Background: an optimization exercise with open tools, aiming at small area. Do not read the settings as production practice. In this exercise RTL edits were held to simulation tests only and were not proved equivalent to the original. Power figures rest on the tool's default switching activity, not on a simulated workload.

==> flow/design.v <==
module fsm(		
				clk,
				set,
				input_value,
				turn_zero,
				start,
				suspend,
				restart,
				end_transmission,
				rst,
				data_out,
				slave_select,
				begin_transmission,
				state
				);
input clk,set,start,suspend,restart,rst,turn_zero,end_transmission;
input [5:0]	input_value;  
output reg [47:0] data_out;
output reg slave_select, begin_transmission;
wire  [15:0] ascii_out;
output reg [5:0] state;
reg [5:0] set_value, current_value;
reg  sus_click,finish, end_display;
reg [2:0] current_state, next_state;
reg [26:0] delay_cnt;
localparam [2:0] set_state        = 3'b000; 
localparam [2:0] count_down_state = 3'b001; 
localparam [2:0] display_state    = 3'b101; 
localparam [2:0] delay_display    = 3'b100; 
localparam [2:0] finish_state     = 3'b111; 
parameter delay_cnt_max =  27'd3000;  
		twodigit2ascii ascii_decoder(current_value, ascii_out);
		always@(posedge clk)begin
				if(rst)
						current_state <= set_state;
                else
						current_state <= next_state;
		end
		always@(*)begin
				if(rst)begin
						next_state = set_state;
				end
				else begin
						case(current_state) 
						set_state : 
									if(start && set)
										next_state = display_state;
								    else
										next_state = current_state;
						count_down_state:
								    if(sus_click == 1'b0)
										next_state = display_state;
								    else
										next_state = current_state;
						display_state:
								    if(end_display && finish == 1'b0)
										next_state = delay_display;
								    else if(end_display && finish == 1'b1)
										next_state = finish_state;
								    else
										next_state = current_state;
						delay_display: 
										if(delay_cnt == delay_cnt_max)
												next_state = count_down_state;
										else
												next_state = current_state;
						finish_state:
								    if(start==1'b0 && set== 1'b0)
										next_state = set_state;
								    else
										next_state = current_state;
						default:
										next_state = current_state;
						endcase
				end
		end
		always@(posedge clk)begin
				if(rst)begin
						current_value <= 6'd0;
						set_value     <= 6'd0;
				end
				else begin
						case(current_state)
								set_state:	begin
												if(set)begin
														set_value <=  input_value; 
														current_value <= input_value;
												end
												else begin
														set_value <=  6'd0;
														current_value <= 6'd0;
												end
										end
								count_down_state: begin
												if(turn_zero)  
														current_value <= 6'd0;
												else if(restart)
														current_value <= set_value;
												else if(sus_click)
														current_value <= current_value;
												else if(current_value != 6'd0)
														current_value <= current_value -1;
										end
								delay_display:
												if(restart)
														current_value <= set_value;
												else
														current_value <= current_value;
								default:begin
										current_value <= current_value;
										set_value <= set_value;
								end
						endcase
				end
		end
		always@(*)begin
				if(suspend == 1'b1 )begin
						sus_click = 1'b1;
				end
				else	begin
						sus_click = 1'b0;
				end
		end
		always@(posedge clk)begin
				if(rst) finish <= 1'b0;
				else if(current_state == set_state)
								finish <= 1'b0;
				else if(current_state == count_down_state)begin
						if( current_value == 6'd0 || turn_zero == 1'b1)
								finish <= 1'b1;
						else
								finish <= 1'b0;
				end
				else
								finish <= finish;
		end
		always@(posedge clk)begin
				if(rst) slave_select <= 1'b1;
				else slave_select <= 1'b0;
		end
		always@(*)begin
				case(current_state)
						display_state:
										if(end_transmission == 1'b1)
												end_display = 1'b1;
										else
												end_display = 1'b0;
						default:
										end_display = 1'b0;
				endcase
		end
always@(posedge clk)begin
		if(rst) data_out[47:0] <= 48'b0;
		else data_out[47:0] <= {24'h1B5B6A,ascii_out[15:8],ascii_out[7:0],8'h00};
end
reg  first_begin_done;
reg  first_begin_done_q;
always@(*)begin
		if(current_state == display_state)
				first_begin_done = begin_transmission | first_begin_done_q;
		else
				first_begin_done = 1'b0;
end
always@(posedge clk)begin
		if(rst) first_begin_done_q <= 1'b0;
		else    first_begin_done_q <= first_begin_done;
end
reg [3:0] end_buf;
always@(posedge clk)begin
				if(rst) end_buf <= 4'b0;
				else begin
						end_buf[0] <= end_transmission;
						end_buf[3:1] <= end_buf [2:0];
				end
end
		always@(posedge clk)begin
		   case(current_state)
				display_state:
								if(end_display == 1'b1) 
										begin_transmission <= 1'b0;
								else if(end_display == 'd0 && first_begin_done == 1'b0) 
										begin_transmission <= 1'b1;
								else
										begin_transmission <= 1'b0;
				default:
								begin_transmission <= 1'b0;
		   endcase
		end
		always@(posedge clk)begin
				if(rst)
						delay_cnt <= 'd0;
				else begin
						case(current_state)
								delay_display:  
												 if(sus_click || restart)
														delay_cnt <= delay_cnt;
												 else if(delay_cnt < delay_cnt_max)
														delay_cnt <= delay_cnt + 'd1;
												 else
														delay_cnt <= 'd0;
										default:
												delay_cnt <= 'd0;
						endcase
				end
		end
		always@(*)begin
				if(rst)begin
						state = 6'b0;
				end
				else begin
						case(current_state) 
						set_state : 
										state = 6'b000_001;
						count_down_state:
										state = 6'b000_010;
						display_state:
										state = 6'b000_100;
						delay_display: 
										state = 6'b001_000;
						finish_state:
										state = 6'b010_000;
						default:
										state = 6'b100_000;
						endcase
				end
		end
endmodule
module twodigit2ascii(in, out);
		input [5:0] in;  
		output reg [15:0] out;
		localparam [7:0] ascii0 = 8'h30, ascii1 = 8'h31, ascii2 = 8'h32, ascii3 = 8'h33, ascii4 = 8'h34,
		                 ascii5 = 8'h35, ascii6 = 8'h36, ascii7 = 8'h37, ascii8 = 8'h38, ascii9 = 8'h39;
		reg [5:0] digit10;
		reg [5:0] digit1;
		always@(*)begin
				digit10 = in / 6'd10;		
				digit1  = in % 6'd10;
		end
		always@(*)begin
				case(digit10) 
					6'd0 : out[15:8] =  ascii0;
                    6'd1 : out[15:8] =  ascii1;
                    6'd2 : out[15:8] =  ascii2;
                    6'd3 : out[15:8] =  ascii3;
                    6'd4 : out[15:8] =  ascii4;
                    6'd5 : out[15:8] =  ascii5;
                    6'd6 : out[15:8] =  ascii6;
                    6'd7 : out[15:8] =  ascii7;
                    6'd8 : out[15:8] =  ascii8;
                    6'd9 : out[15:8] =  ascii9;
				default :
						out[15:8] = 8'b0;
				endcase
		end
		always@(*)begin
				case(digit1)
					6'd0 : out[7:0] =  ascii0;
                    6'd1 : out[7:0] =  ascii1;
                    6'd2 : out[7:0] =  ascii2;
                    6'd3 : out[7:0] =  ascii3;
                    6'd4 : out[7:0] =  ascii4;
                    6'd5 : out[7:0] =  ascii5;
                    6'd6 : out[7:0] =  ascii6;
                    6'd7 : out[7:0] =  ascii7;
                    6'd8 : out[7:0] =  ascii8;
                    6'd9 : out[7:0] =  ascii9;
				default :
						out[7:0] = 8'b0;
				endcase
		end
endmodule
module spi_interface(
    clk,
    rst,
    send_data,
    begin_transmission,
    slave_select,
    miso,
    end_transmission,
    mosi,
    sclk
    );
    input clk;
    input rst;
    input [47:0] send_data;
    input begin_transmission;
    input slave_select;
    input miso;
    output end_transmission;
    output mosi;
    output sclk;
	wire sclk;
	reg mosi, end_transmission;
	parameter [1:0] stateIdle = 0,
						 stateRxTx = 1,
						 stateHold = 2;
	reg [1:0] STATE;
	parameter [11:0] SPI_CLK_COUNT_MAX = 12'd24;			 
	reg [11:0] spi_clk_count;
	reg sclk_buffer;
	reg sclk_previous;
	parameter [5:0] RX_COUNT_MAX = 6'd48;
	reg [5:0] rx_count;
	reg [47:0] shift_register;
	assign sclk = sclk_previous;
	always @(posedge clk) begin
			if(rst == 1'b1) begin
					mosi <= 1'b1;
					STATE <= stateIdle;
					shift_register <= 8'h00;
					end_transmission <= 1'b0;
					rx_count <= 4'h0;
			end
			else begin
					case(STATE)
							stateIdle : begin
									end_transmission <= 1'b0;
									if(begin_transmission == 1'b1) begin
											STATE <= stateRxTx;
											rx_count <= 4'h0;
											shift_register <= send_data;
									end
							end
							stateRxTx : begin
									if(rx_count < RX_COUNT_MAX) begin
											if(sclk_previous == 1'b1 && sclk_buffer == 1'b0) begin
													mosi <= shift_register[47];
											end
											else if(sclk_previous == 1'b0 && sclk_buffer == 1'b1) begin
													shift_register[47:1] <= shift_register[46:0];
													shift_register[0] <= miso;
													rx_count <= rx_count + 1'b1;
											end
									end
									else begin
											STATE <= stateHold;
											end_transmission <=1'b1;
									end
							end
							stateHold : begin
									end_transmission <= 1'b0;
									if(slave_select == 1'b1) begin
											mosi <= 1'b1;
											STATE <= stateIdle;
									end
									else if(begin_transmission == 1'b1) begin
											STATE <= stateRxTx;
											rx_count <= 4'h0;
											shift_register <= send_data;
									end
							end
							default : begin
							end
					endcase
			end
	end
	always @(posedge clk) begin
			if(rst == 1'b1) begin
					sclk_previous <= 1'b1;
					sclk_buffer <= 1'b0;
					spi_clk_count <= 12'h000;
			end
			else if(STATE == stateRxTx) begin
					if(spi_clk_count == SPI_CLK_COUNT_MAX) begin
							sclk_buffer <= ~sclk_buffer;
							spi_clk_count <= 12'h000;
					end
					else begin
							sclk_previous <= sclk_buffer;
							spi_clk_count <= spi_clk_count + 1'b1;
					end
			end
			else begin
					sclk_previous <= 1'b1;
			end
	end
endmodule
module CountDown_dcs55(
				clk,
				set,
				input_value, 
				turn_zero,
				start,
				suspend,
				restart, 
				rst,
				ss,
				mosi,
				miso,
				sclk,
				state
				);
		input clk, set, turn_zero, start, suspend,restart,rst;
	    input [5:0] input_value;
		input miso;
		output ss,mosi,sclk;
		output  [5:0] state;
		wire  end_transmission;
		wire  [47:0] data_out;
		wire begin_transmission;
		fsm MasterFSM(clk,set,input_value,turn_zero,start,suspend,restart,end_transmission,rst, data_out, ss ,begin_transmission, state );
		spi_interface spi(clk,rst,data_out,begin_transmission,ss,miso,end_transmission,mosi,sclk);
endmodule
==> flow/run.sh <==
#!/bin/bash
# synth_recipe.tcl (not shown) runs the flow's synth.tcl, then flattens the netlist and writes it again
# the make line also repeats each setting of config.mk as NAME=value (left out here)
make -C /OpenROAD-flow-scripts/flow DESIGN_CONFIG=/design/flow/config.mk WORK_HOME=/design/flow/orfs CLKGATE_MAP_FILE= SYNTH_SCRIPT=/design/flow/synth_recipe.tcl finish
==> flow/config.mk <==
export PLATFORM = sky130hd
export DESIGN_NAME = CountDown_dcs55
export DESIGN_NICKNAME = CountDown_dcs55
export VERILOG_FILES = /design/flow/design.v
export SDC_FILE = /design/flow/constraint.sdc
export NUM_CORES = 4
export LEC_CHECK = 0
export CAP_MARGIN = 20
export CORE_MARGIN = 2
export CORE_UTILIZATION = 40
export SLEW_MARGIN = 20
==> flow/constraint.sdc <==
create_clock -name core_clock -period 10.0 [get_ports {clk}]
set_input_delay 2.0000 -clock core_clock [delete_from_list [all_inputs] [get_ports {clk}]]
set_output_delay 2.0000 -clock core_clock [all_outputs]
set_load 0.01 [all_outputs]
==> impl_results.md <==
* Die width at 128 µm
* FMAX at 0.164 GHz
* Crit path arrival time at 4.08 ns
* Worst ir drop on vdd at 128 µV
* Starting Density at 0.406
* DR vias/cell at 5.51
* Port Buf Inserts at 22
* Post-cts sizing count at 0
* Worst-margin pin slew at 0.980 ns
* DRT antenna net count at 0
* Startpoint Class: input pin
* Yosys warns at 3
* Largest net degree at the start of global routing at 79
* Number of DRC markers in iteration 0 at 429
* Die Y at 128 µm
* Design area at 7000 µm²
* All-Layer GR Usage at 0.170
* Final Hold Fails at 0
* Count of cell types in the netlist at 74
* Post-Syn Area at 6130 µm²
* CTS tree: done
* H-tree depth at 4
* Post-CTS Setup Inserts at 0
* Hold Crit Depth at 1
* Max-Slew Margin vs Limit at 0.345
* Worst path required time at 8.00 ns
* Row Count at 45
* Clk Latency, worst-skew pair at 0.41 ns
* Crit path max fanout at 78
* Fraction of registers with async set/reset at 0
* WL/cell at 14.0 µm
* DRT Pass-1 Iters at 5
* Post-DP HPWL at 8370 µm
* Worst-path clk slew at 0.06 ns
* Post-synth EDFFs at 0
* Final period util at 0.608
* ANT cells at 0
* CTS buffer count at 17
* Hold bufs inserted after CTS at 0
* Reg2Reg Depth at 9
* Placer congestion estimate at 0.819
* Drt drc at 0
* Synth top area share at 0.418
* Dpl cell area at 6390 µm²
* Share of cells above drive strength 1 at 0.0748
* Synthesis-to-finish area growth at 14.2%
* Die Footprint at 16,300 µm²
* Cell Count, Final, Fillers Out at 937
* Vias at 5,165
* Status: complete, no violations
* RSZ-0062 raised after global routing: false
* Tot Pwr at 1.45 mW
* First-pass GRT wire length at 22,800 µm
* Area contributors post-synth: dfxtp_1, nor2_1, a21oi_1, nand2_1, nand3_1
* Sequential area share after synthesis at 0.418
* Synthesized instance count at 742
* PwrDens at 208 nW/µm²
* Max-Cap Viols at 0
* Main synth FF type: dfxtp_1
* Core ar. at 15,100 µm²
* # nets final at 764
* Vias in the first global route at 4,706
* Post-Route WL at 13,100 µm
* Leak at 2.33 nW
* Hold Crit Class: reg2reg
* Initial antenna violation count at 0
* Fin. max-slew vios at 0
* Hold slack at 0.423 ns
* Total gr overflow at 0
* Commonest non-fill, non-tap cells in the layout: dfxtp_1, nor2_1, nand2_1, a21oi_1
* Clk sinks at 128
* Final setup violation count at 0
* Final worst setup slack at 3.92 ns
* CTS Buffer Depth at 2
* I/O pins at 23
* Dpl ws at 3.88 ns
* Yosys reg bits at 128
* DP Cell Count at 905
* Synth area leader: dfxtp_1
* Final min period at 6.08 ns
* Kind of critical path: in2out
* Final setup skew at 0.0109 ns
* Commonest non-fill, non-tap cell in the layout: dfxtp_1
* Root Driver: clkbuf_16
* Post-Syn Nets at 770
* Final Core Density at 0.464
* CP Capture Type: primary output
* Setup TNS at 0 ns
* Synth Area per Inst at 8.26 µm²
## final cells by class
cell class / count / area, µm²
inverters: 19 / 71.3
flip-flops and latches: 128 / 2560
repair buffers: 25 / 238
clock buffers: 20 / 447
fillers: 1484 / 8090
multi-input cells: 545 / 3280
clock inverters: 12 / 159
well taps: 188 / 235
## flip-flops by register name (all words and copies together) (netlist names), 2 cells and up
name	count
MasterFSM.set_value	6
spi.rx_count	6
spi.shift_register	48
MasterFSM.data_out	10
MasterFSM.current_state	3
MasterFSM.current_value	6
spi.STATE	2
MasterFSM.delay_cnt	27
spi.spi_clk_count	12
## where the power goes
part | internal (mW) | total (mW) | switching (mW)
combinational | 0.105 | 0.243 | 0.139
clock | 0.400 | 0.626 | 0.226
sequential | 0.541 | 0.582 | 0.0412
## synthesized netlist by cell type (4+ instances only)
master and count:
o211ai_1 4, mux2i_1 9, a41o_1 4, inv_1 18, nor4_1 8, nor3_1 40, nor2_1 94, nand4_1 16
nand2_1 67, xnor2_1 14, clkbuf_1 32, buf_2 15, o21ai_0 9, a311oi_1 4, nand2b_1 12, and2_1 6
a31o_2 4, xor2_1 20, and3_1 5, dfxtp_1 128, and4_1 6, nand3_1 40, nor2b_1 9, ha_1 14
a211oi_1 24, a32o_1 6, a31oi_1 6, a21oi_1 63
## final timing paths
kind | end | startpoint | slack [ns]
setup / recovery | state[5] | rst | 3.92
hold / removal | MasterFSM.begin_transmission | spi.end_transmission | 0.42
setup reg to reg | MasterFSM.data_out[8] | MasterFSM.current_value[3] | 6.89
hold reg to reg | MasterFSM.begin_transmission | spi.end_transmission | 0.42
## routing by layer
metal  track usage  wire (µm)  vias up
met5             0          0        -
met4        0.0465         78        0
met3        0.0501        430        6
met2         0.266       6150       88
met1         0.230       6480     2430
li1              -          -     2641
## cells by family after synthesis
| family | after synthesis | synth area share |
|---|---|---|
| adders and majority gates | 14 | 0.0286 |
| xor gates and xnor gates | 34 | 0.0486 |
| and+or+nand+nor | 329 | 0.266 |
| muxes | 10 | 0.0165 |
| DFF | 128 | 0.418 |
| AOI/OAI and AO/OA | 158 | 0.175 |
| buffers and inverters | 69 | 0.0466 |
## critical path, stage by stage
cell and delay [ns]:
buf_2 0.08, buf_4 0.62, clkinv_1 0.58, nand2_1 0.23, a21oi_1 0.06, clkdlybuf4s50_1 0.50

separate check: timing with driven ports:
How much do the figures lean on ideal ports? The routed layout below was timed once more, with nothing changed but the port constraints. Step 1 (the two cells are an assumption about what drives the block):
set clk [get_ports {clk}]
set_driving_cell -lib_cell sky130_fd_sc_hd__clkbuf_16 $clk
set_driving_cell -lib_cell sky130_fd_sc_hd__buf_2 [delete_from_list [all_inputs] $clk]
Step 2, shift: input delay + t, output delay - t, t = (earliest + latest rising clock arrival at the registers) / 2. This alone moves slack from input paths to output paths. Three values: no drivers, after step 1, after step 2; two values: the first two.
t, ns: 0.450
setup slack, ns: 3.916 / 3.896 / 3.896
slew at the worst register clock pin (ns): 0.06 / 0.06
After both steps setup and hold are still met in this run. The setup slack of this run moves by -0.020 ns with the drivers and by -0.020 ns with both steps.
